Source: an optimization exercise on an open RTL-to-GDS flow (aim: small area and a short achievable clock period). Production flows keep margins and buffers that such runs may drop.
Only simulation tests tie the RTL to the original design; equivalence was not proved.

File: flow/config.mk
export PLATFORM = sky130hd
export DESIGN_NAME = demapper
export DESIGN_NICKNAME = demapper
export VERILOG_FILES = /design/flow/design.v
export SDC_FILE = /design/flow/constraint.sdc
export NUM_CORES = 4
export LEC_CHECK = 0
export CAP_MARGIN = 20
export CORE_MARGIN = 2
export CORE_UTILIZATION = 40
export CTS_BUF_LIST = sky130_fd_sc_hd__clkbuf_16 sky130_fd_sc_hd__clkbuf_8
export CTS_CLUSTER_DIAMETER = 60
export CTS_CLUSTER_SIZE = 18
export SLEW_MARGIN = 20
File: flow/constraint.sdc
create_clock -name core_clock -period 85.0 [get_ports {clk}]
set_input_delay 17.0000 -clock core_clock [delete_from_list [all_inputs] [get_ports {clk}]]
set_output_delay 17.0000 -clock core_clock [all_outputs]
set_load 0.01 [all_outputs]
File: flow/design.v
`timescale 1ns / 1ps
module cadd #(parameter W = 24) (
  input [W-1:0] a,
  input [W-1:0] b,
  input m,
  input ci,
  output [W-1:0] s,
  output co
);
  wire [W:0] c;
  wire [W-1:0] bb = b ^ {W{m}};
  assign c[0] = ci;
  genvar k;
  generate for (k = 0; k < W; k = k + 1) begin : g
    assign s[k] = a[k] ^ bb[k] ^ c[k];
    assign c[k+1] = (a[k] & bb[k]) | (c[k] & (a[k] ^ bb[k]));
  end endgenerate
  assign co = c[W];
endmodule
`timescale 1ns / 1ps
module demapper #(
  parameter MAX_BITS = 5
)(
  input clk,
  input rst,                    
  input enable,                 
  input [15:0] x_real,
  input [15:0] x_imag,
  input [3:0]  coding_rate,
  output reg [MAX_BITS-1:0] bits,
  output reg valid_out
);
  reg [15:0] xr_q, xi_q;
  reg [3:0] cr_q;
  always @(posedge clk) begin
    xr_q <= x_real;
    xi_q <= x_imag;
    cr_q <= coding_rate;
  end
  reg [8:0] vp;
  always @(posedge clk) begin
    if (rst) begin
      vp <= 9'd0;
      valid_out <= 1'b0;
    end else begin
      vp <= {vp[7:0], enable};
      valid_out <= vp[8];
    end
  end
  wire [15:0] ax, ay;
  cadd #(.W(16)) u_ax (.a(16'd0), .b(xr_q), .m(xr_q[15]), .ci(xr_q[15]), .s(ax), .co());
  cadd #(.W(16)) u_ay (.a(16'd0), .b(xi_q), .m(xi_q[15]), .ci(xi_q[15]), .s(ay), .co());
  wire big = (|ax[15:8]) | (|ay[15:8]);
  wire xgt = ax[7:0] > ay[7:0];
  wire [7:0] mx = xgt ? ax[7:0] : ay[7:0];
  wire [7:0] mn = xgt ? ay[7:0] : ax[7:0];
  wire [9:0] mag = mx + (mn >> 2) + (mn >> 3) + (mn >> 4) - (mn >> 6) - (mn >> 7);
  reg [9:0] t1, t2;
  always @(*) begin
    case (cr_q)
      4'd3: begin t1 = 10'd57; t2 = 10'd175; end
      4'd4: begin t1 = 10'd59; t2 = 10'd176; end
      4'd5: begin t1 = 10'd62; t2 = 10'd178; end
      4'd6: begin t1 = 10'd63; t2 = 10'd179; end
      default: begin t1 = 10'd54; t2 = 10'd173; end
    endcase
  end
  wire ri_0 = ~big & (mag < t1);           
  wire rm_0 = ~big & ~ri_0 & (mag < t2);   
  wire qx_0 = xr_q[15];
  wire [23:0] x_0 = {ax, 8'd0};
  wire [23:0] y_0 = {xi_q, 8'd0};
  wire s_0 = y_0[23];
  wire [15:0] y1_0; wire y1_0_co;
  wire m0 = ~(s_0 ^ qx_0);
  cadd #(.W(16)) u_y1_0 (.a(y_0[23:8]), .b(xr_q[15:0]), .m(m0), .ci(m0), .s(y1_0), .co(y1_0_co));
  wire [15:0] x1_0; wire x1_0_co;
  cadd #(.W(16)) u_x1_0 (.a(x_0[23:8]), .b({y_0[23:8]}), .m(s_0), .ci(s_0), .s(x1_0), .co(x1_0_co));
  wire [23:0] y_1 = {y1_0, 8'd0};
  wire [23:0] x_1 = {x1_0, 8'd0};
  wire s_1 = y_1[23];
  wire [16:0] y2_0; wire y2_0_co;
  cadd #(.W(17)) u_y2_0 (.a(y_1[23:7]), .b({x_1[23], x_1[23:8]}), .m(~s_1), .ci(~s_1), .s(y2_0), .co(y2_0_co));
  wire [16:0] x2_0; wire x2_0_co;
  cadd #(.W(17)) u_x2_0 (.a(x_1[23:7]), .b({y_1[23], y_1[23:8]}), .m(s_1), .ci(s_1), .s(x2_0), .co(x2_0_co));
  wire [23:0] y_2 = {y2_0, 7'd0};
  wire [23:0] x_2 = {x2_0, 7'd0};
  wire s_2 = y_2[23];
  wire [2:0] y3_0; wire y3_0_co;
  cadd #(.W(3)) u_y3_0 (.a(y_2[7:5]), .b({x_2[9:7]}), .m(~s_2), .ci(~s_2), .s(y3_0), .co(y3_0_co));
  wire [2:0] x3_0; wire x3_0_co;
  cadd #(.W(3)) u_x3_0 (.a(x_2[7:5]), .b({y_2[9:7]}), .m(s_2), .ci(s_2), .s(x3_0), .co(x3_0_co));
  reg [2:0] yl_c2;
  always @(posedge clk) yl_c2 <= y3_0[2:0];
  reg [2:0] xl_c2;
  always @(posedge clk) xl_c2 <= x3_0[2:0];
  reg [0:0] cy_c2;
  always @(posedge clk) cy_c2 <= y3_0_co;
  reg [0:0] cx_c2;
  always @(posedge clk) cx_c2 <= x3_0_co;
  reg [15:0] yh_c2;
  always @(posedge clk) yh_c2 <= y_2[23:8];
  reg [15:0] xh_c2;
  always @(posedge clk) xh_c2 <= x_2[23:8];
  wire [23:0] xi_c2 = {xh_c2, 8'd0};
  wire [23:0] yi_c2 = {yh_c2, 8'd0};
  reg [0:0] s_c2;
  always @(posedge clk) s_c2 <= s_2;
  reg qx_c2;
  always @(posedge clk) qx_c2 <= qx_0;
  reg ri_c2;
  always @(posedge clk) ri_c2 <= ri_0;
  reg rm_c2;
  always @(posedge clk) rm_c2 <= rm_0;
  reg [2:0] d_c2;
  always @(posedge clk) d_c2 <= {~s_2, ~s_1, ~s_0};
  wire [15:0] y3_1; wire y3_1_co;
  cadd #(.W(16)) u_y3_1 (.a(yi_c2[23:8]), .b({{2{xi_c2[23]}}, xi_c2[23:10]}), .m(~s_c2[0]), .ci(cy_c2[0]), .s(y3_1), .co(y3_1_co));
  wire [15:0] x3_1; wire x3_1_co;
  cadd #(.W(16)) u_x3_1 (.a(xi_c2[23:8]), .b({{2{yi_c2[23]}}, yi_c2[23:10]}), .m(s_c2[0]), .ci(cx_c2[0]), .s(x3_1), .co(x3_1_co));
  wire [23:0] y_3 = {y3_1, yl_c2, 5'd0};
  wire [23:0] x_3 = {x3_1, xl_c2, 5'd0};
  wire s_3 = y_3[23];
  wire [21:0] y4_0; wire y4_0_co;
  cadd #(.W(22)) u_y4_0 (.a(y_3[23:2]), .b({{3{x_3[23]}}, x_3[23:5]}), .m(~s_3), .ci(~s_3), .s(y4_0), .co(y4_0_co));
  wire [21:0] x4_0; wire x4_0_co;
  cadd #(.W(22)) u_x4_0 (.a(x_3[23:2]), .b({{3{y_3[23]}}, y_3[23:5]}), .m(s_3), .ci(s_3), .s(x4_0), .co(x4_0_co));
  reg [21:0] yl_c3;
  always @(posedge clk) yl_c3 <= y4_0[21:0];
  reg [21:0] xl_c3;
  always @(posedge clk) xl_c3 <= x4_0[21:0];
  reg [0:0] s_c3;
  always @(posedge clk) s_c3 <= s_3;
  reg qx_c3;
  always @(posedge clk) qx_c3 <= qx_c2;
  reg ri_c3;
  always @(posedge clk) ri_c3 <= ri_c2;
  reg rm_c3;
  always @(posedge clk) rm_c3 <= rm_c2;
  reg [3:0] d_c3;
  always @(posedge clk) d_c3 <= {~s_3, ~s_c2[0], d_c2[1], d_c2[0]};
  wire [23:0] y_4 = {yl_c3, 2'd0};
  wire [23:0] x_4 = {xl_c3, 2'd0};
  wire s_4 = y_4[23];
  wire [23:0] y5_0; wire y5_0_co;
  cadd #(.W(24)) u_y5_0 (.a(y_4[23:0]), .b({{4{x_4[23]}}, x_4[23:4]}), .m(~s_4), .ci(~s_4), .s(y5_0), .co(y5_0_co));
  wire [23:0] x5_0; wire x5_0_co;
  cadd #(.W(24)) u_x5_0 (.a(x_4[23:0]), .b({{4{y_4[23]}}, y_4[23:4]}), .m(s_4), .ci(s_4), .s(x5_0), .co(x5_0_co));
  wire [23:0] y_5 = {y5_0};
  wire [23:0] x_5 = {x5_0};
  wire s_5 = y_5[23];
  wire [14:0] y6_0; wire y6_0_co;
  cadd #(.W(15)) u_y6_0 (.a(y_5[14:0]), .b({x_5[19:5]}), .m(~s_5), .ci(~s_5), .s(y6_0), .co(y6_0_co));
  wire [14:0] x6_0; wire x6_0_co;
  cadd #(.W(15)) u_x6_0 (.a(x_5[14:0]), .b({y_5[19:5]}), .m(s_5), .ci(s_5), .s(x6_0), .co(x6_0_co));
  reg [14:0] yl_c5;
  always @(posedge clk) yl_c5 <= y6_0[14:0];
  reg [14:0] xl_c5;
  always @(posedge clk) xl_c5 <= x6_0[14:0];
  reg [0:0] cy_c5;
  always @(posedge clk) cy_c5 <= y6_0_co;
  reg [0:0] cx_c5;
  always @(posedge clk) cx_c5 <= x6_0_co;
  reg [8:0] yh_c5;
  always @(posedge clk) yh_c5 <= y_5[23:15];
  reg [8:0] xh_c5;
  always @(posedge clk) xh_c5 <= x_5[23:15];
  wire [23:0] xi_c5 = {xh_c5, 15'd0};
  wire [23:0] yi_c5 = {yh_c5, 15'd0};
  reg [0:0] s_c5;
  always @(posedge clk) s_c5 <= s_5;
  reg qx_c5;
  always @(posedge clk) qx_c5 <= qx_c3;
  reg ri_c5;
  always @(posedge clk) ri_c5 <= ri_c3;
  reg rm_c5;
  always @(posedge clk) rm_c5 <= rm_c3;
  reg [5:0] d_c5;
  always @(posedge clk) d_c5 <= {~s_5, ~s_4, ~s_c3[0], d_c3[2], d_c3[1], d_c3[0]};
  wire [8:0] y6_1; wire y6_1_co;
  cadd #(.W(9)) u_y6_1 (.a(yi_c5[23:15]), .b({{5{xi_c5[23]}}, xi_c5[23:20]}), .m(~s_c5[0]), .ci(cy_c5[0]), .s(y6_1), .co(y6_1_co));
  wire [8:0] x6_1; wire x6_1_co;
  cadd #(.W(9)) u_x6_1 (.a(xi_c5[23:15]), .b({{5{yi_c5[23]}}, yi_c5[23:20]}), .m(s_c5[0]), .ci(cx_c5[0]), .s(x6_1), .co(x6_1_co));
  wire [23:0] y_6 = {y6_1, yl_c5};
  wire [23:0] x_6 = {x6_1, xl_c5};
  wire s_6 = y_6[23];
  wire [23:0] y7_0; wire y7_0_co;
  cadd #(.W(24)) u_y7_0 (.a(y_6[23:0]), .b({{6{x_6[23]}}, x_6[23:6]}), .m(~s_6), .ci(~s_6), .s(y7_0), .co(y7_0_co));
  wire [23:0] x7_0; wire x7_0_co;
  cadd #(.W(24)) u_x7_0 (.a(x_6[23:0]), .b({{6{y_6[23]}}, y_6[23:6]}), .m(s_6), .ci(s_6), .s(x7_0), .co(x7_0_co));
  wire [23:0] y_7 = {y7_0};
  wire [23:0] x_7 = {x7_0};
  wire s_7 = y_7[23];
  wire [5:0] y8_0; wire y8_0_co;
  cadd #(.W(6)) u_y8_0 (.a(y_7[5:0]), .b({x_7[12:7]}), .m(~s_7), .ci(~s_7), .s(y8_0), .co(y8_0_co));
  wire [5:0] x8_0; wire x8_0_co;
  cadd #(.W(6)) u_x8_0 (.a(x_7[5:0]), .b({y_7[12:7]}), .m(s_7), .ci(s_7), .s(x8_0), .co(x8_0_co));
  reg [5:0] yl_c7;
  always @(posedge clk) yl_c7 <= y8_0[5:0];
  reg [5:0] xl_c7;
  always @(posedge clk) xl_c7 <= x8_0[5:0];
  reg [0:0] cy_c7;
  always @(posedge clk) cy_c7 <= y8_0_co;
  reg [0:0] cx_c7;
  always @(posedge clk) cx_c7 <= x8_0_co;
  reg [17:0] yh_c7;
  always @(posedge clk) yh_c7 <= y_7[23:6];
  reg [17:0] xh_c7;
  always @(posedge clk) xh_c7 <= x_7[23:6];
  wire [23:0] xi_c7 = {xh_c7, 6'd0};
  wire [23:0] yi_c7 = {yh_c7, 6'd0};
  reg [0:0] s_c7;
  always @(posedge clk) s_c7 <= s_7;
  reg qx_c7;
  always @(posedge clk) qx_c7 <= qx_c5;
  reg ri_c7;
  always @(posedge clk) ri_c7 <= ri_c5;
  reg rm_c7;
  always @(posedge clk) rm_c7 <= rm_c5;
  reg [7:0] d_c7;
  always @(posedge clk) d_c7 <= {~s_7, ~s_6, ~s_c5[0], d_c5[4], d_c5[3], d_c5[2], d_c5[1], d_c5[0]};
  wire [17:0] y8_1; wire y8_1_co;
  cadd #(.W(18)) u_y8_1 (.a(yi_c7[23:6]), .b({{7{xi_c7[23]}}, xi_c7[23:13]}), .m(~s_c7[0]), .ci(cy_c7[0]), .s(y8_1), .co(y8_1_co));
  wire [17:0] x8_1; wire x8_1_co;
  cadd #(.W(18)) u_x8_1 (.a(xi_c7[23:6]), .b({{7{yi_c7[23]}}, yi_c7[23:13]}), .m(s_c7[0]), .ci(cx_c7[0]), .s(x8_1), .co(x8_1_co));
  wire [23:0] y_8 = {y8_1, yl_c7};
  wire [23:0] x_8 = {x8_1, xl_c7};
  wire s_8 = y_8[23];
  wire [19:0] y9_0; wire y9_0_co;
  cadd #(.W(20)) u_y9_0 (.a(y_8[19:0]), .b({{4{x_8[23]}}, x_8[23:8]}), .m(~s_8), .ci(~s_8), .s(y9_0), .co(y9_0_co));
  wire [19:0] x9_0; wire x9_0_co;
  cadd #(.W(20)) u_x9_0 (.a(x_8[19:0]), .b({{4{y_8[23]}}, y_8[23:8]}), .m(s_8), .ci(s_8), .s(x9_0), .co(x9_0_co));
  reg [19:0] yl_c8;
  always @(posedge clk) yl_c8 <= y9_0[19:0];
  reg [19:0] xl_c8;
  always @(posedge clk) xl_c8 <= x9_0[19:0];
  reg [0:0] cy_c8;
  always @(posedge clk) cy_c8 <= y9_0_co;
  reg [0:0] cx_c8;
  always @(posedge clk) cx_c8 <= x9_0_co;
  reg [3:0] yh_c8;
  always @(posedge clk) yh_c8 <= y_8[23:20];
  reg [3:0] xh_c8;
  always @(posedge clk) xh_c8 <= x_8[23:20];
  wire [23:0] xi_c8 = {xh_c8, 20'd0};
  wire [23:0] yi_c8 = {yh_c8, 20'd0};
  reg [0:0] s_c8;
  always @(posedge clk) s_c8 <= s_8;
  reg qx_c8;
  always @(posedge clk) qx_c8 <= qx_c7;
  reg ri_c8;
  always @(posedge clk) ri_c8 <= ri_c7;
  reg rm_c8;
  always @(posedge clk) rm_c8 <= rm_c7;
  reg [8:0] d_c8;
  always @(posedge clk) d_c8 <= {~s_8, ~s_c7[0], d_c7[6], d_c7[5], d_c7[4], d_c7[3], d_c7[2], d_c7[1], d_c7[0]};
  wire [3:0] y9_1; wire y9_1_co;
  cadd #(.W(4)) u_y9_1 (.a(yi_c8[23:20]), .b({{4{xi_c8[23]}}}), .m(~s_c8[0]), .ci(cy_c8[0]), .s(y9_1), .co(y9_1_co));
  wire [3:0] x9_1; wire x9_1_co;
  cadd #(.W(4)) u_x9_1 (.a(xi_c8[23:20]), .b({{4{yi_c8[23]}}}), .m(s_c8[0]), .ci(cx_c8[0]), .s(x9_1), .co(x9_1_co));
  wire [23:0] y_9 = {y9_1, yl_c8};
  wire [23:0] x_9 = {x9_1, xl_c8};
  wire s_9 = y_9[23];
  wire [23:0] y10_0; wire y10_0_co;
  cadd #(.W(24)) u_y10_0 (.a(y_9[23:0]), .b({{9{x_9[23]}}, x_9[23:9]}), .m(~s_9), .ci(~s_9), .s(y10_0), .co(y10_0_co));
  wire [23:0] x10_0; wire x10_0_co;
  cadd #(.W(24)) u_x10_0 (.a(x_9[23:0]), .b({{9{y_9[23]}}, y_9[23:9]}), .m(s_9), .ci(s_9), .s(x10_0), .co(x10_0_co));
  wire [23:0] y_10 = {y10_0};
  wire [23:0] x_10 = {x10_0};
  wire s_10 = y_10[23];
  wire [7:0] y11_0; wire y11_0_co;
  cadd #(.W(8)) u_y11_0 (.a(y_10[7:0]), .b({x_10[17:10]}), .m(~s_10), .ci(~s_10), .s(y11_0), .co(y11_0_co));
  wire [7:0] x11_0; wire x11_0_co;
  cadd #(.W(8)) u_x11_0 (.a(x_10[7:0]), .b({y_10[17:10]}), .m(s_10), .ci(s_10), .s(x11_0), .co(x11_0_co));
  reg [7:0] yl_c10;
  always @(posedge clk) yl_c10 <= y11_0[7:0];
  reg [7:0] xl_c10;
  always @(posedge clk) xl_c10 <= x11_0[7:0];
  reg [0:0] cy_c10;
  always @(posedge clk) cy_c10 <= y11_0_co;
  reg [0:0] cx_c10;
  always @(posedge clk) cx_c10 <= x11_0_co;
  reg [15:0] yh_c10;
  always @(posedge clk) yh_c10 <= y_10[23:8];
  reg [15:0] xh_c10;
  always @(posedge clk) xh_c10 <= x_10[23:8];
  wire [23:0] xi_c10 = {xh_c10, 8'd0};
  wire [23:0] yi_c10 = {yh_c10, 8'd0};
  reg [0:0] s_c10;
  always @(posedge clk) s_c10 <= s_10;
  reg qx_c10;
  always @(posedge clk) qx_c10 <= qx_c8;
  reg ri_c10;
  always @(posedge clk) ri_c10 <= ri_c8;
  reg rm_c10;
  always @(posedge clk) rm_c10 <= rm_c8;
  reg [10:0] d_c10;
  always @(posedge clk) d_c10 <= {~s_10, ~s_9, ~s_c8[0], d_c8[7], d_c8[6], d_c8[5], d_c8[4], d_c8[3], d_c8[2], d_c8[1], d_c8[0]};
  wire [15:0] y11_1; wire y11_1_co;
  cadd #(.W(16)) u_y11_1 (.a(yi_c10[23:8]), .b({{10{xi_c10[23]}}, xi_c10[23:18]}), .m(~s_c10[0]), .ci(cy_c10[0]), .s(y11_1), .co(y11_1_co));
  wire [15:0] x11_1; wire x11_1_co;
  cadd #(.W(16)) u_x11_1 (.a(xi_c10[23:8]), .b({{10{yi_c10[23]}}, yi_c10[23:18]}), .m(s_c10[0]), .ci(cx_c10[0]), .s(x11_1), .co(x11_1_co));
  wire [23:0] y_11 = {y11_1, yl_c10};
  wire [23:0] x_11 = {x11_1, xl_c10};
  wire s_11 = y_11[23];
  wire [22:0] y12_0; wire y12_0_co;
  cadd #(.W(23)) u_y12_0 (.a(y_11[22:0]), .b({{10{x_11[23]}}, x_11[23:11]}), .m(~s_11), .ci(~s_11), .s(y12_0), .co(y12_0_co));
  wire [22:0] x12_0; wire x12_0_co;
  cadd #(.W(23)) u_x12_0 (.a(x_11[22:0]), .b({{10{y_11[23]}}, y_11[23:11]}), .m(s_11), .ci(s_11), .s(x12_0), .co(x12_0_co));
  reg [22:0] yl_c11;
  always @(posedge clk) yl_c11 <= y12_0[22:0];
  reg [22:0] xl_c11;
  always @(posedge clk) xl_c11 <= x12_0[22:0];
  reg [0:0] cy_c11;
  always @(posedge clk) cy_c11 <= y12_0_co;
  reg [0:0] cx_c11;
  always @(posedge clk) cx_c11 <= x12_0_co;
  reg [0:0] yh_c11;
  always @(posedge clk) yh_c11 <= y_11[23:23];
  reg [0:0] xh_c11;
  always @(posedge clk) xh_c11 <= x_11[23:23];
  wire [23:0] xi_c11 = {xh_c11, 23'd0};
  wire [23:0] yi_c11 = {yh_c11, 23'd0};
  reg [0:0] s_c11;
  always @(posedge clk) s_c11 <= s_11;
  reg qx_c11;
  always @(posedge clk) qx_c11 <= qx_c10;
  reg ri_c11;
  always @(posedge clk) ri_c11 <= ri_c10;
  reg rm_c11;
  always @(posedge clk) rm_c11 <= rm_c10;
  reg [11:0] d_c11;
  always @(posedge clk) d_c11 <= {~s_11, ~s_c10[0], d_c10[9], d_c10[8], d_c10[7], d_c10[6], d_c10[5], d_c10[4], d_c10[3], d_c10[2], d_c10[1], d_c10[0]};
  wire [0:0] y12_1; wire y12_1_co;
  cadd #(.W(1)) u_y12_1 (.a(yi_c11[23:23]), .b({xi_c11[23]}), .m(~s_c11[0]), .ci(cy_c11[0]), .s(y12_1), .co(y12_1_co));
  wire [0:0] x12_1; wire x12_1_co;
  cadd #(.W(1)) u_x12_1 (.a(xi_c11[23:23]), .b({yi_c11[23]}), .m(s_c11[0]), .ci(cx_c11[0]), .s(x12_1), .co(x12_1_co));
  wire [23:0] y_12 = {y12_1, yl_c11};
  wire [23:0] x_12 = {x12_1, xl_c11};
  wire s_12 = y_12[23];
  wire [23:0] y13_0; wire y13_0_co;
  cadd #(.W(24)) u_y13_0 (.a(y_12[23:0]), .b({{12{x_12[23]}}, x_12[23:12]}), .m(~s_12), .ci(~s_12), .s(y13_0), .co(y13_0_co));
  wire [23:0] x13_0; wire x13_0_co;
  cadd #(.W(24)) u_x13_0 (.a(x_12[23:0]), .b({{12{y_12[23]}}, y_12[23:12]}), .m(s_12), .ci(s_12), .s(x13_0), .co(x13_0_co));
  wire [23:0] y_13 = {y13_0};
  wire [23:0] x_13 = {x13_0};
  wire s_13 = y_13[23];
  wire [11:0] y14_0; wire y14_0_co;
  cadd #(.W(12)) u_y14_0 (.a(y_13[11:0]), .b({x_13[23], x_13[23:13]}), .m(~s_13), .ci(~s_13), .s(y14_0), .co(y14_0_co));
  wire [11:0] x14_0; wire x14_0_co;
  cadd #(.W(12)) u_x14_0 (.a(x_13[11:0]), .b({y_13[23], y_13[23:13]}), .m(s_13), .ci(s_13), .s(x14_0), .co(x14_0_co));
  reg [11:0] yl_c13;
  always @(posedge clk) yl_c13 <= y14_0[11:0];
  reg [0:0] cy_c13;
  always @(posedge clk) cy_c13 <= y14_0_co;
  reg [0:0] cx_c13;
  always @(posedge clk) cx_c13 <= x14_0_co;
  reg [11:0] yh_c13;
  always @(posedge clk) yh_c13 <= y_13[23:12];
  reg [11:0] xh_c13;
  always @(posedge clk) xh_c13 <= x_13[23:12];
  wire [23:0] xi_c13 = {xh_c13, 12'd0};
  wire [23:0] yi_c13 = {yh_c13, 12'd0};
  reg [0:0] s_c13;
  always @(posedge clk) s_c13 <= s_13;
  reg qx_c13;
  always @(posedge clk) qx_c13 <= qx_c11;
  reg ri_c13;
  always @(posedge clk) ri_c13 <= ri_c11;
  reg rm_c13;
  always @(posedge clk) rm_c13 <= rm_c11;
  reg [13:0] d_c13;
  always @(posedge clk) d_c13 <= {~s_13, ~s_12, ~s_c11[0], d_c11[10], d_c11[9], d_c11[8], d_c11[7], d_c11[6], d_c11[5], d_c11[4], d_c11[3], d_c11[2], d_c11[1], d_c11[0]};
  wire [11:0] y14_1; wire y14_1_co;
  cadd #(.W(12)) u_y14_1 (.a(yi_c13[23:12]), .b({{12{xi_c13[23]}}}), .m(~s_c13[0]), .ci(cy_c13[0]), .s(y14_1), .co(y14_1_co));
  wire [11:0] x14_1; wire x14_1_co;
  cadd #(.W(12)) u_x14_1 (.a(xi_c13[23:12]), .b({{12{yi_c13[23]}}}), .m(s_c13[0]), .ci(cx_c13[0]), .s(x14_1), .co(x14_1_co));
  wire [23:0] y_14 = {y14_1, yl_c13};
  wire [23:0] x_14 = {x14_1, 12'd0};
  wire s_14 = y_14[23];
  wire [23:0] y15_0; wire y15_0_co;
  cadd #(.W(24)) u_y15_0 (.a(y_14[23:0]), .b({{14{x_14[23]}}, x_14[23:14]}), .m(~s_14), .ci(~s_14), .s(y15_0), .co(y15_0_co));
  wire [23:0] y_15 = {y15_0};
  wire s_15 = y_15[23];
  wire [15:0] dv = {~s_15, ~s_14, ~s_c13[0], d_c13[12], d_c13[11], d_c13[10], d_c13[9], d_c13[8], d_c13[7], d_c13[6], d_c13[5], d_c13[4], d_c13[3], d_c13[2], d_c13[1], d_c13[0]};
  reg [19:0] rom;
  always @(*) begin
    case (dv[5:0])
      6'd0: rom = 20'hE41B9;
      6'd1: rom = 20'hFD3D9;
      6'd2: rom = 20'hF2F1D;
      6'd3: rom = 20'h0C13D;
      6'd4: rom = 20'hEBF27;
      6'd5: rom = 20'h05147;
      6'd6: rom = 20'hFAC8B;
      6'd7: rom = 20'h13EAB;
      6'd8: rom = 20'hE8165;
      6'd9: rom = 20'h01385;
      6'd10: rom = 20'hF6EC9;
      6'd11: rom = 20'h100E9;
      6'd12: rom = 20'hEFED3;
      6'd13: rom = 20'h090F3;
      6'd14: rom = 20'hFEC37;
      6'd15: rom = 20'h17E57;
      6'd16: rom = 20'hE61AF;
      6'd17: rom = 20'hFF3CF;
      6'd18: rom = 20'hF4F13;
      6'd19: rom = 20'h0E133;
      6'd20: rom = 20'hEDF1D;
      6'd21: rom = 20'h0713D;
      6'd22: rom = 20'hFCC81;
      6'd23: rom = 20'h15EA1;
      6'd24: rom = 20'hEA15B;
      6'd25: rom = 20'h0337B;
      6'd26: rom = 20'hF8EBF;
      6'd27: rom = 20'h120DF;
      6'd28: rom = 20'hF1EC9;
      6'd29: rom = 20'h0B0E9;
      6'd30: rom = 20'h00C2D;
      6'd31: rom = 20'h19E4D;
      6'd32: rom = 20'hE51B7;
      6'd33: rom = 20'hFE3D7;
      6'd34: rom = 20'hF3F1B;
      6'd35: rom = 20'h0D13B;
      6'd36: rom = 20'hECF25;
      6'd37: rom = 20'h06145;
      6'd38: rom = 20'hFBC89;
      6'd39: rom = 20'h14EA9;
      6'd40: rom = 20'hE9163;
      6'd41: rom = 20'h02383;
      6'd42: rom = 20'hF7EC7;
      6'd43: rom = 20'h110E7;
      6'd44: rom = 20'hF0ED1;
      6'd45: rom = 20'h0A0F1;
      6'd46: rom = 20'hFFC35;
      6'd47: rom = 20'h18E55;
      6'd48: rom = 20'hE71AD;
      6'd49: rom = 20'h003CD;
      6'd50: rom = 20'hF5F11;
      6'd51: rom = 20'h0F131;
      6'd52: rom = 20'hEEF1B;
      6'd53: rom = 20'h0813B;
      6'd54: rom = 20'hFDC7F;
      6'd55: rom = 20'h16E9F;
      6'd56: rom = 20'hEB159;
      6'd57: rom = 20'h04379;
      6'd58: rom = 20'hF9EBD;
      6'd59: rom = 20'h130DD;
      6'd60: rom = 20'hF2EC7;
      6'd61: rom = 20'h0C0E7;
      6'd62: rom = 20'h01C2B;
      6'd63: rom = 20'h1AE4B;
    endcase
  end
  wire [17:0] ang_h;
  cadd #(.W(18)) u_ang (.a(rom[19:2]), .b({8'd0, dv[6], dv[7], dv[8], dv[9], dv[10], dv[11], dv[12], dv[13], dv[14], dv[15]}),
                        .m(1'b0), .ci(1'b0), .s(ang_h), .co());
  wire [19:0] ang = {ang_h, rom[1:0]};
  localparam [19:0] PI = 20'h3243F;
  wire qn = qx_c13;
  wire [19:0] qk = qn ? PI : (dv[0] ? 20'd0 : PI + PI);
  wire [19:0] angq;
  cadd #(.W(20)) u_q (.a(qk), .b(ang), .m(qn), .ci(qn), .s(angq), .co());
  wire [11:0] a12 = angq[19:8];
  reg [4:0] lab;
  always @(*) begin
    if (ri_c13) begin
      if (a12 < 12'd402) lab = 5'b10001;
      else if (a12 < 12'd804) lab = 5'b10101;
      else if (a12 < 12'd1206) lab = 5'b10111;
      else lab = 5'b10011;
    end else if (rm_c13) begin
      if (a12 < 12'd134) lab = 5'b10000;
      else if (a12 < 12'd268) lab = 5'b00000;
      else if (a12 < 12'd402) lab = 5'b00001;
      else if (a12 < 12'd536) lab = 5'b00101;
      else if (a12 < 12'd670) lab = 5'b00100;
      else if (a12 < 12'd804) lab = 5'b10100;
      else if (a12 < 12'd938) lab = 5'b10110;
      else if (a12 < 12'd1072) lab = 5'b00110;
      else if (a12 < 12'd1206) lab = 5'b00111;
      else if (a12 < 12'd1340) lab = 5'b00011;
      else if (a12 < 12'd1474) lab = 5'b00010;
      else if (a12 < 12'd1608) lab = 5'b10010;
      else lab = 5'b10000;
    end else begin
      if (a12 < 12'd50) lab = 5'b11000;
      else if (a12 < 12'd151) lab = 5'b01000;
      else if (a12 < 12'd251) lab = 5'b11001;
      else if (a12 < 12'd352) lab = 5'b01001;
      else if (a12 < 12'd452) lab = 5'b01101;
      else if (a12 < 12'd553) lab = 5'b11101;
      else if (a12 < 12'd653) lab = 5'b01100;
      else if (a12 < 12'd754) lab = 5'b11100;
      else if (a12 < 12'd854) lab = 5'b11110;
      else if (a12 < 12'd955) lab = 5'b01110;
      else if (a12 < 12'd1055) lab = 5'b11111;
      else if (a12 < 12'd1156) lab = 5'b01111;
      else if (a12 < 12'd1256) lab = 5'b01011;
      else if (a12 < 12'd1357) lab = 5'b11011;
      else if (a12 < 12'd1457) lab = 5'b01010;
      else if (a12 < 12'd1558) lab = 5'b11010;
      else if (a12 < 12'd1658) lab = 5'b11000;
      else lab = 5'b01000;
    end
  end
  always @(posedge clk) bits <= lab;
endmodule
File: flow/flow/run.sh
#!/bin/bash
set -uo pipefail
ARGS="BUFFER_PORTS_ARGS=-buffer_cell sky130_fd_sc_hd__buf_2"
R=orfs/results/${FLOW_PLATFORM:-sky130hd}/demapper/base
bash standard.sh "$ARGS" synth > standard_synth.log 2>&1 || exit 1
cp $R/1_2_yosys.v netlist_standard.v
if python3 flow/fapol.py netlist_standard.v netlist_fapol.v > fapol.log 2>&1; then
  # rename the instances of the new netlist so that only nets are paired by name
  sed -E 's/^(  sky130_fd_sc_hd__\w+ )(\\?)([^ ]+)( +\()/\1\2p\3\4/' netlist_fapol.v > netlist_fapol_check.v
  LIB=$FLOW_HOME/platforms/sky130hd/lib/sky130_fd_sc_hd__tt_025C_1v80.lib
  YOSYS=$(command -v yosys || echo $FLOW_HOME/../tools/install/yosys/bin/yosys)
  cat > equiv.ys <<EOT
read_liberty -ignore_miss_func $LIB
read_verilog netlist_standard.v
rename $FLOW_TOP gold
read_verilog netlist_fapol_check.v
rename $FLOW_TOP gate
flatten
opt_clean
equiv_make gold gate eq
hierarchy -top eq
equiv_simple -seq 1
equiv_induct
equiv_status -assert
EOT
  if timeout 900 $YOSYS -s equiv.ys > equiv.log 2>&1; then
    echo "fapol netlist proven equivalent; using it" >> fapol.log
    cp netlist_fapol.v $R/1_2_yosys.v
    touch $R/1_2_yosys.v
  else
    echo "fapol netlist not proven; keeping the standard netlist" >> fapol.log
  fi
fi
bash standard.sh "$ARGS" finish > standard_finish.log 2>&1 || exit 1
File: flow/flow/fapol.py
#!/usr/bin/env python3
"""Remove inverters around full adders in a gate-level netlist.

A full adder is self-dual: FA(~a, ~b, ~c) = (~cout, ~sum). Yosys's extract_fa often
builds adders whose inputs or outputs pass through inverters. This pass flips the
polarity of an adder whenever that removes more inverters than it adds, then removes
double inversions and inverters that drive nothing. Only combinational cells change;
flip-flops and ports are untouched.

usage: fapol.py IN.v OUT.v
"""
import re, sys, collections

INV = 'sky130_fd_sc_hd__inv_1'
FA_IN = ('A', 'B', 'CIN')
FA_OUT = ('COUT', 'SUM')
OUTPINS = {'X', 'Y', 'Q', 'Q_N', 'COUT', 'SUM', 'HI', 'LO'}

src = open(sys.argv[1]).read()
m = re.search(r'^module\s+(\w+)\s*\((.*?)\);', src, re.S | re.M)
head_end = None
# split the module into the declaration part and the instance part
inst_re = re.compile(r'^\s*(sky130_fd_sc_hd__\w+)\s+(\S+)\s*\((.*?)\);\s*$', re.S | re.M)
insts = []
first = None
for mm in inst_re.finditer(src):
    if first is None: first = mm.start()
    pins = {}
    for p, n in re.findall(r'\.(\w+)\(([^()]*)\)', mm.group(3)):
        pins[p] = n.strip()
    insts.append([mm.group(1), mm.group(2), pins])
last = list(inst_re.finditer(src))[-1].end()
pre = src[:first]
post = src[last:]
if re.search(r'^\s*assign\s', src[first:last], re.M):
    sys.exit('assign statements among the cells: not handled')

ports = set()
for d in re.findall(r'^\s*(?:input|output)\s+(?:\[[^\]]*\]\s*)?(.*?);', pre, re.M):
    for n in d.split(','):
        ports.add(n.strip())
def is_port(net):
    base = net.split('[')[0].strip()
    return base in ports or net in ports

alive = [True] * len(insts)
def build():
    drv = {}; loads = collections.defaultdict(list)
    for k, (t, nm, pins) in enumerate(insts):
        if not alive[k]: continue
        for p, n in pins.items():
            if p in OUTPINS: drv[n] = (k, p)
            else: loads[n].append((k, p))
    return drv, loads

newid = [0]
def newnet():
    newid[0] += 1
    return '_fapol_n%d_' % newid[0]
def newinv(a):
    newid[0] += 1
    y = '_fapol_n%d_' % newid[0]
    insts.append([INV, '_fapol_i%d_' % newid[0], {'A': a, 'Y': y}])
    alive.append(True)
    return y

def is_inv(k):
    return insts[k][0].startswith('sky130_fd_sc_hd__inv_') or insts[k][0].startswith('sky130_fd_sc_hd__clkinv_')

def flip_cost(k, drv, loads):
    t, nm, pins = insts[k]
    cost = 0
    seen = set()
    for p in FA_IN:
        n = pins[p]
        if n in seen: continue
        seen.add(n)
        d = drv.get(n)
        if d and is_inv(d[0]):
            # the inverter goes away if this adder is its only user
            if all(l[0] == k for l in loads[n]) and not is_port(n): cost -= 1
        else:
            if not any(is_inv(l[0]) for l in loads[n]): cost += 1
    for p in FA_OUT:
        o = pins[p]
        ls = loads.get(o, [])
        invl = [l for l in ls if is_inv(l[0])]
        other = [l for l in ls if not is_inv(l[0])]
        cost -= len(invl)
        if other or is_port(o): cost += 1
    return cost

def do_flip(k, drv, loads):
    t, nm, pins = insts[k]
    for p in FA_IN:
        n = pins[p]
        d = drv.get(n)
        if d and is_inv(d[0]):
            pins[p] = insts[d[0]][2]['A']
        else:
            il = [l for l in loads[n] if is_inv(l[0])]
            if il: pins[p] = insts[il[0][0]][2]['Y']
            else: pins[p] = newinv(n)
    for p in FA_OUT:
        o = pins[p]
        ls = loads.get(o, [])
        no = newnet()
        pins[p] = no
        for (j, q) in ls:
            if is_inv(j):
                # loads of that inverter now take the new output directly
                y = insts[j][2]['Y']
                alive[j] = False
                insts[j][2]['Y'] = y
                rename(y, no)
        others = [l for l in ls if not is_inv(l[0])]
        if others or is_port(o):
            # keep net o with its true value: o = ~no
            insts.append([INV, '_fapol_i%d_' % (newid[0] + 1), {'A': no, 'Y': o}])
            newid[0] += 1
            alive.append(True)

def rename(old, new):
    # every load of net old is moved to net new; old is not a port here
    if is_port(old):
        # keep the port net: drive it with a buffer-free inverter pair is wasteful;
        # instead rename the new net to the port (nets are names only)
        raise RuntimeError('port net rename')
    for k, (t, nm, pins) in enumerate(insts):
        if not alive[k]: continue
        for p, n in pins.items():
            if n == old and p not in OUTPINS: pins[p] = new

def cleanup():
    changed = True
    while changed:
        changed = False
        drv, loads = build()
        for k, (t, nm, pins) in enumerate(insts):
            if not alive[k] or not is_inv(k): continue
            y = pins['Y']
            if not loads.get(y) and not is_port(y):
                alive[k] = False; changed = True; continue
            d = drv.get(pins['A'])
            if d and is_inv(d[0]) and not is_port(y):
                # double inversion: loads of y take the first inverter's input
                a0 = insts[d[0]][2]['A']
                for (j, q) in loads[y]: insts[j][2][q] = a0
                alive[k] = False; changed = True
        if changed: continue

XOR = {'sky130_fd_sc_hd__xor2_1': ('sky130_fd_sc_hd__xnor2_1', 'X', 'Y'),
       'sky130_fd_sc_hd__xnor2_1': ('sky130_fd_sc_hd__xor2_1', 'Y', 'X')}
def swap_xor(j):
    t, nm, pins = insts[j]
    nt, op, np_ = XOR[t]
    pins[np_] = pins.pop(op)
    insts[j][0] = nt

def absorb():
    # fold inverters into xor2/xnor2 gates: xnor(a,b) = ~xor(a,b) = xor(~a,b)
    n = 0
    drv, loads = build()
    for k in range(len(insts)):
        if not alive[k] or not is_inv(k): continue
        a = insts[k][2]['A']; y = insts[k][2]['Y']
        if is_port(y) or is_port(a): continue
        d = drv.get(a)
        if d and insts[d[0]][0] in XOR and len(loads[a]) == 1:
            j = d[0]
            swap_xor(j)
            outp = 'X' if insts[j][0].endswith('xor2_1') else 'Y'
            insts[j][2][outp] = y
            alive[k] = False
            n += 1
            drv, loads = build()
            continue
        ls = loads.get(y, [])
        if ls and all(insts[j][0] in XOR for (j, q) in ls) and len(set(j for j, q in ls)) == len(ls):
            for (j, q) in ls:
                insts[j][2][q] = a
                swap_xor(j)
            alive[k] = False
            n += 1
            drv, loads = build()
    return n

before = sum(1 for k in range(len(insts)) if alive[k] and is_inv(k))
for rnd in range(6):
    nflip = 0
    drv, loads = build()
    fas = [k for k in range(len(insts)) if alive[k] and insts[k][0].startswith('sky130_fd_sc_hd__fa_')]
    for k in fas:
        c = flip_cost(k, drv, loads)
        if c < 0:
            try:
                do_flip(k, drv, loads)
            except RuntimeError:
                continue
            nflip += 1
            cleanup()
            drv, loads = build()
    na = absorb()
    cleanup()
    if nflip == 0 and na == 0: break
cleanup()
after = sum(1 for k in range(len(insts)) if alive[k] and is_inv(k))
sys.stderr.write('fapol: inverters %d -> %d\n' % (before, after))

# declare new nets
newnets = set()
for k, (t, nm, pins) in enumerate(insts):
    if not alive[k]: continue
    for n in pins.values():
        if n.startswith('_fapol_n'): newnets.add(n)
decl = ''.join('  wire %s;\n' % n for n in sorted(newnets))
body = []
for k, (t, nm, pins) in enumerate(insts):
    if not alive[k]: continue
    body.append('  %s %s (\n%s\n  );\n' % (t, nm, ',\n'.join('    .%s(%s)' % (p, n + ' ' if n.startswith('\\') else n) for p, n in pins.items())))
open(sys.argv[2], 'w').write(pre + decl + ''.join(body) + post)
File: flow/standard.sh
#!/bin/bash
# synth_recipe.tcl (not shown) runs the flow's synth.tcl, then flattens the netlist and writes it again
# the make line also repeats each setting of config.mk as NAME=value (left out here)
make -C /OpenROAD-flow-scripts/flow DESIGN_CONFIG=/design/flow/config.mk WORK_HOME=/design/flow/orfs CLKGATE_MAP_FILE= SYNTH_SCRIPT=/design/flow/synth_recipe.tcl "${@:-finish}"
==> notes.md, run 1 <==
CP max-delay cell dfxtp_1; Critical Path Max Stage Delay 0.31 ns; fin. max-slew vios 0; Final Setup Violations 0; port bufs 44; Placer Congestion 0.823; number of buffers and inverters on the critical path 1; cell count after synthesis 2,294; critical path, cell by cell buf_2; TritonRoute pass-1 iters 4; clock-pin slew of the registers on the worst-case setup and hold paths 0.07 ns; ratio of cells with drive above 1 in the final layout 0.0742; Vias/cell 4.58; Crit Path Category flop to primary output; Final Skew 0.0327 ns; CTS max path bufs 3; row cnt 101; Routed WL per cell 15.9 um; Core Box Area 75,600 um^2; I/O Pins 45; CTS sink cnt 518; Die X 280 um; Synth warnings 1; commonest non-fill, non-tap cell in the layout dfxtp_1; r2r endpoint yl_c7[5]; postcts setup bufs 0; met2 GRT Util 0.254; grt met3 use 0.0190; CTS tree built; Final ANT Viol Nets 0; post_cts resized 0; clock latency (worst-skew pair) 0.59 ns; final hold violations 0; CP delay by family, top flip-flops; first-pass GRT wire length 90,000 um; number of cells on the critical path 1; Total GRT Usage 0.143; final-layout fill cell count 6,899; hold_buf cts 0; CP endpoint kind primary output; pin slew with the least headroom to its limit 1.01 ns; worst-path fanout max 1; r2r startpoint s_c5; ant diodes 0; Synthesized Nets 3,045; CP Launch Type flop; Reg2Reg Depth 42; crit path to bits[4]; clock root buffer clkbuf_16; total grt overflow 0; setup TNS 0 ns; vias in the first global route 17,424; RSZ-0062 raised after global routing false; via count 15,330; Top Usage Layer GRT met2; CP Launch Point bits[4]; Slew headroom 0.320; synth-to-layout area growth 9.70%; Inst Count DP 3,274; max cap viols 0; die area 78,300 um^2; commonest non-fill, non-tap cells in the layout dfxtp_1 (517), fa_1 (492), xnor2_1 (255), xor2_1 (244), ha_1 (220); drt drc 0; total wire length 53,200 um; hpwl dp 44,900 um; Hold WC Path Type flop to flop; Max Clock Freq 0.0556 GHz; CP Data Required Time 68.00 ns; syn_area_per_cell 13.3 um^2; non-filler cells, final 3,349; # nets final 3,092; Die Ht 280 um; Tmin final 18.00 ns; initial antenna violation count 0; DR iter-0 viols 612; Reg2Reg Setup Slack 67.89 ns; initial core utilization 0.403; crit share post-route 0.212; CP arrival 1.00 ns; Mapped Area 30,400 um^2; status finished clean; cts bufs inserted 43; GRT met1 Usage 0.186; CTS H-tree depth 2; largest net degree at the start of global routing 42
registers in the layout, summed over array words and instances, names as in the netlist, 17 cells and up:
name	count
yl_c8	20
xl_c11	23
xh_c7	18
yl_c11	23
yl_c3	22
yh_c7	17
xl_c3	22
xl_c8	20
layout make-up:
| class | instances | area, um^2 | share of cell area |
|---|---|---|---|
| Multi-Input combinational cell | 1619 | 19500 | 0.586 |
| Clock inverter | 28 | 344 | 0.0103 |
| Sequential cell | 518 | 10400 | 0.311 |
| Timing Repair Buffer | 69 | 408 | 0.0122 |
| Inverter | 90 | 338 | 0.0101 |
| Clock buffer | 47 | 1140 | 0.0342 |
| Tap cell | 978 | 1220 | 0.0367 |
worst min path at each step:
stage                  start        to  slack [ns]  cells after the start
floorplan            d_c8[0]  d_c10[0]        0.31                      0
global placement      rm_c11    rm_c13        0.31                      0
detailed placement   d_c8[5]  d_c10[5]        0.31                      0
CTS                  d_c8[5]  d_c10[5]        0.32                      0
global route        d_c10[1]  d_c11[1]        0.33                      0
finish               d_c8[5]  d_c10[5]        0.32                      0
per-layer routing:
metal	vias to the layer above	routed length (um)
met1	7646	23800
met5	-	0
li1	7468	-
met2	142	27100
met3	74	1410
met4	0	988
worst register-to-register path, delay by kind of cell, from the launching register on:
family	cells	cell delay, ns
flops	1	0.57
xor+xnor	5	0.84
buf+inv	2	0.71
fa+ha+maj	35	14.87
through the flow:
stage	hold WS, ns	cell area [um^2]	setup WS, ns	util
2_1_floorplan	0.310	30400	67.67	-
3_3_place_gp	0.310	31900	67.60	0.422
3_5_place_dp	0.312	31900	67.59	0.422
4_1_cts	0.325	33400	66.95	0.441
5_1_grt	0.331	33400	66.95	0.442
6_report	0.323	33400	67.00	0.442
==> run 2, diff against run 1 <==
--- a/flow/config.mk
+++ b/flow/config.mk
@@ -10,3 +10,3 @@
 export CORE_UTILIZATION = 40
-export CTS_BUF_LIST = sky130_fd_sc_hd__clkbuf_16 sky130_fd_sc_hd__clkbuf_8
+export CTS_BUF_LIST = sky130_fd_sc_hd__clkbuf_8
 export CTS_CLUSTER_DIAMETER = 60
==> run 2 against run 1 <==
Area after synthesis unchanged. Cell area down 1.5%. Flip-flop and latch count unchanged. Clock skew up 0.032 ns. Via count down 0.38%. Die area unchanged. Cell count unchanged. Synthesized cell count unchanged.
==> notes.md, run 2 <==
via count 15,271 (-0.38%); cell count after synthesis 2,294 (unchanged); total grt overflow 0 (unchanged); initial antenna violation count 0 (unchanged); Final Setup Violations 0 (unchanged); row cnt 101 (unchanged); worst hold path cell count 0 (unchanged); worst-path fanout max 1 (unchanged); Final Skew 0.0650 ns (+0.0322 ns); Synthesized Nets 3,045 (unchanged); CP max-delay cell dfxtp_1; port bufs 44 (unchanged); dpl cell area 31,900 um^2 (unchanged); CTS sink cnt 518 (unchanged); CP delay by family, top flip-flops; Final ANT Viol Nets 0 (unchanged); Routed WL per cell 15.8 um (-0.70%); total wire length 52,800 um (-0.70%); CTS max path bufs 3 (unchanged); number of buffers and inverters on the critical path 1 (unchanged); CTS tree built; Die Ht 280 um (unchanged); setup TNS 0 ns (unchanged); commonest non-fill, non-tap cells in the layout dfxtp_1 (517), fa_1 (492), xnor2_1 (255), xor2_1 (244), ha_1 (220); Core Box Area 75,600 um^2 (unchanged); first-pass GRT wire length 89,500 um (-0.58%); CTS H-tree depth 2 (unchanged); clock-pin slew of the registers on the worst-case setup and hold paths 0.10 ns (+0.03 ns); drt drc 0 (unchanged); pin slew with the least headroom to its limit 1.02 ns (+0.00632 ns); Mapped Area 30,400 um^2 (unchanged); TritonRoute pass-1 iters 5 (+1); Crit Path Category flop to primary output; die area 78,300 um^2 (unchanged); Synth warnings 1 (unchanged); post-layout util 0.435 (-0.00667); Post-Layout Inst Area 32,900 um^2 (-1.5%); Critical Path Max Stage Delay 0.32 ns (about the same); I/O Pins 45 (unchanged); Hold WC Path Type flop to flop; final hold violations 0 (unchanged); Tmin final 18.07 ns (+0.0761 ns); ratio of cells with drive above 1 in the final layout 0.0742 (unchanged); syn_area_per_cell 13.3 um^2 (unchanged); worst setup margin 66.93 ns (-0.0761 ns); post_cts resized 0 (unchanged); synth-to-layout area growth 8.05%; clock latency (worst-skew pair) 0.67 ns (+0.08 ns); hold_buf cts 0 (unchanged); postcts setup bufs 0 (unchanged); Die X 280 um (unchanged); Placer Congestion 0.823 (unchanged); CP arrival 1.07 ns (+0.07 ns); CP Launch Type flop; CP Launch Point bits[4]; CP Data Required Time 68.00 ns (about the same); Vias/cell 4.56 (-0.38%); Inst Count DP 3,274 (unchanged); max cap viols 0 (unchanged); non-filler cells, final 3,349 (unchanged); Reg2Reg Depth 42 (unchanged); largest net degree at the start of global routing 42 (unchanged); CP endpoint kind primary output; fin. max-slew vios 0 (unchanged); Reg2Reg Setup Slack 67.94 ns (+0.05 ns); critical path, cell by cell buf_2; hpwl dp 44,900 um (unchanged); r2r endpoint yl_c7[5]; Total GRT Usage 0.143 (-0.000769); ant diodes 0 (unchanged); cts bufs inserted 43 (unchanged); RSZ-0062 raised after global routing false; # nets final 3,092 (unchanged); r2r startpoint s_c5; hold wc startpoint d_c8[5]; commonest non-fill, non-tap cell in the layout dfxtp_1; initial core utilization 0.403 (unchanged); status finished clean; clock root buffer clkbuf_8; vias in the first global route 17,363 (-0.35%); Hold EP d_c10[5]; Place WS 67.59 ns (unchanged); Max Clock Freq 0.0553 GHz (-0.42%); Slew headroom 0.315 (-0.00425); final-layout fill cell count 6,969 (+1.0%); crit share post-route 0.213 (+0.000895); DR iter-0 viols 731 (+19%); Top Registers xl_c11 x23, yl_c11 x23
## run 2: area by class of cell
class | count | area [um^2] | area share
multi-input combinational | 1619 | 19500 | 0.595
sequential | 518 | 10400 | 0.316
tap | 978 | 1220 | 0.0372
clock buffer | 47 | 647 | 0.0197
timing repair buffer | 69 | 408 | 0.0124
inverter | 90 | 338 | 0.0103
clock inverter | 28 | 335 | 0.0102
## run 2: how the worst max path moves through the flow
stage,to,slack (ns),depth (start not counted)
detailed placement,bits[4],67.59,1
global placement,bits[1],67.60,1
CTS,bits[4],66.85,1
floorplan,bits[0],67.67,0
finish,bits[4],66.93,1
global route,bits[4],66.85,1
## run 2: layer usage
layer | global-route usage | vias to the layer above | wire length (um)
met3 | 0.0222 | 78 | 1460
met2 | 0.251 | 145 | 26700
met1 | 0.186 | 7592 | 23700
met4 | 0.0314 | 0 | 1030
li1 | - | 7456 | -
met5 | 0 | - | 0
## run 2: through the flow
step	hold slack (ns)
floorplan	0.310
global placement	0.310
detailed placement	0.312
CTS	0.330
global route	0.336
finish	0.327
## run 2: worst reg2reg max path, delay by kind of cell (launching register included)
kind                       cells  cell delay (ns)
DFF                            1             0.58
buffers and inverters          2             0.71
xor gates and xnor gates       5             0.85
adders and majority gates     35            14.84
==> run 3, diff against run 2 <==
--- a/flow/config.mk
+++ b/flow/config.mk
@@ -10,5 +10,5 @@
 export CORE_UTILIZATION = 40
-export CTS_BUF_LIST = sky130_fd_sc_hd__clkbuf_8
-export CTS_CLUSTER_DIAMETER = 60
-export CTS_CLUSTER_SIZE = 18
+export CTS_BUF_LIST = sky130_fd_sc_hd__clkbuf_16
+export CTS_CLUSTER_DIAMETER = 80
+export CTS_CLUSTER_SIZE = 30
 export SLEW_MARGIN = 20
==> run 3 against run 2 <==
Synthesized cell count is the same. Flip-flop and latch count unchanged. Via count down 0.16%. Wire length shrank 0.24%. Non-clock buffer count unchanged. Count of clock-buffer cells in the layout is 18 lower. Sequential share of layout area shrank 0.071 points.
==> notes.md, run 3 <==
Slew headroom 0.315 (about the same); Tmin final 18.04 ns (-0.0319 ns); final-layout fill cell count 6,949 (-0.29%); Final Skew 0.0328 ns (-0.0322 ns); commonest non-fill, non-tap cell in the layout dfxtp_1; Synth warnings 1 (unchanged); largest net degree at the start of global routing 42 (unchanged); total wire length 52,700 um (-0.24%); ant diodes 0 (unchanged); via count 15,246 (-0.16%); RSZ-0062 raised after global routing false; row cnt 101 (unchanged); number of buffers and inverters on the critical path 1 (unchanged); vias in the first global route 17,161 (-1.2%); CTS tree built; Crit Path Category flop to primary output; clock latency (worst-skew pair) 0.61 ns (-0.06 ns); postcts setup bufs 0 (unchanged); TritonRoute pass-1 iters 5 (unchanged); worst-path fanout max 1 (unchanged); Die X 280 um (unchanged); max cap viols 0 (unchanged); Mapped Area 30,400 um^2 (unchanged); Final ANT Viol Nets 0 (unchanged); CP Launch Type flop; initial antenna violation count 0 (unchanged); Critical Path Max Stage Delay 0.31 ns (about the same); clock root buffer clkbuf_16; final hold violations 0 (unchanged); status finished clean; Max Clock Freq 0.0554 GHz (+0.18%); setup TNS 0 ns (unchanged); fin. max-slew vios 0 (unchanged); commonest non-fill, non-tap cells in the layout dfxtp_1 (517), fa_1 (492), xnor2_1 (255), xor2_1 (244), ha_1 (220); Routed WL per cell 15.9 um (+0.48%); CTS max path bufs 3 (unchanged); hpwl dp 44,900 um (unchanged); CP Data Required Time 68.00 ns (about the same); Die Ht 280 um (unchanged); Hold WC Path Type flop to flop; Core Box Area 75,600 um^2 (unchanged); total grt overflow 0 (unchanged); area occupied by multi-input gates 19,500 um^2 (unchanged); initial core utilization 0.403 (unchanged); drt drc 0 (unchanged); CTS sink cnt 518 (unchanged); Synthesized Nets 3,045 (unchanged); CP endpoint kind primary output; synth-to-layout area growth 8.29%; ratio of cells with drive above 1 in the final layout 0.0656 (-0.00861); DR iter-0 viols 623 (-15%); clock-pin slew of the registers on the worst-case setup and hold paths 0.10 ns (about the same); pin slew with the least headroom to its limit 1.02 ns (+0.000223 ns); Vias/cell 4.59 (+0.56%); Total GRT Usage 0.141 (-0.00188); cell count after synthesis 2,294 (unchanged); first-pass GRT wire length 88,900 um (-0.59%); CP delay by family, top flip-flops; syn_area_per_cell 13.3 um^2 (unchanged); CP arrival 1.04 ns (-0.03 ns); port bufs 44 (unchanged); CP max-delay cell dfxtp_1; non-filler cells, final 3,325 (-0.72%); I/O Pins 45 (unchanged); crit share post-route 0.212 (-0.000375); post_cts resized 0 (unchanged); hold_buf cts 0 (unchanged); # nets final 3,078 (-0.45%); cts bufs inserted 29 (-33%); Register Area 10,400 um^2 (unchanged); Placer Congestion 0.823 (unchanged); critical path, cell by cell buf_2; die area 78,300 um^2 (unchanged); CTS H-tree depth 1 (-1); Top Registers xl_c11 x23, yl_c11 x23; Final Setup Violations 0 (unchanged); Inst Count DP 3,274 (unchanged)
==> run 3: per-stage QoR <==
stage	area [um^2]	util	setup WS, ns	hold slack, ns
floorplan	30400	-	67.67	0.310
global placement	31900	0.422	67.60	0.310
detailed placement	31900	0.422	67.59	0.312
CTS	32900	0.436	66.91	0.310
global route	32900	0.436	66.89	0.325
finish	32900	0.436	66.96	0.318
==> run 3: path summary, 6_finish.rpt <==
kind	startpoint	endpoint	slack (ns)	depth (start not counted)
worst max register to register	s_c5	yl_c7[5]	67.96	42
worst min-delay path	d_c3[0]	d_c5[0]	0.32	0
worst min register to register	d_c3[0]	d_c5[0]	0.32	0
worst max-delay path	valid_out	valid_out	66.96	1
==> run 3: final cells by class <==
| class | count | share of cell area |
|---|---|---|
| clock buffers | 29 | 0.0220 |
| clock inverters | 22 | 0.0100 |
| inverters | 90 | 0.0103 |
| multi-input cells | 1619 | 0.593 |
| flip-flops and latches | 518 | 0.315 |
| well taps | 978 | 0.0371 |
| repair buffers | 69 | 0.0124 |
==> run 3: per-layer routing <==
metal	GRT usage	up-vias	share of wire
met3	0.0148	58	0.019
met5	0	-	0
li1	-	7424	-
met1	0.187	7639	0.45
met4	0.0245	0	0.017
met2	0.251	125	0.51

==> afterwards: timing with drivers on the ports <==
The flow's constraints put no driver on any port. The routed layouts listed below were extracted and timed again, unchanged, in two steps. Step 1: set_driving_cell puts a clkbuf_16 on clk and a buf_2 on each other input, an assumption about the parent block. Step 2 moves the port delays by t, midway between the first and last clock arrival at a register: inputs arrive t later, outputs are due t later. That takes back most of the time a late clock gives input paths. a / b / c = no drivers / after step 1 / after step 2; a / b = the first two.
run	shift t [ns]	setup WS [ns]	worst hold slack (ns)	worst setup path after step 2	worst slew at a driven data input, ns
run 1	0.631	67.001 / 66.941 / 67.572	0.323 / 0.323 / 0.323	register to output	0.04
run 2	0.691	66.925 / 66.868 / 67.559	0.327 / 0.327 / 0.327	register to output	0.03
run 3	0.661	66.957 / 66.897 / 67.558	0.318 / 0.318 / 0.318	register to output	0.04
After both steps every run listed still meets setup and hold.
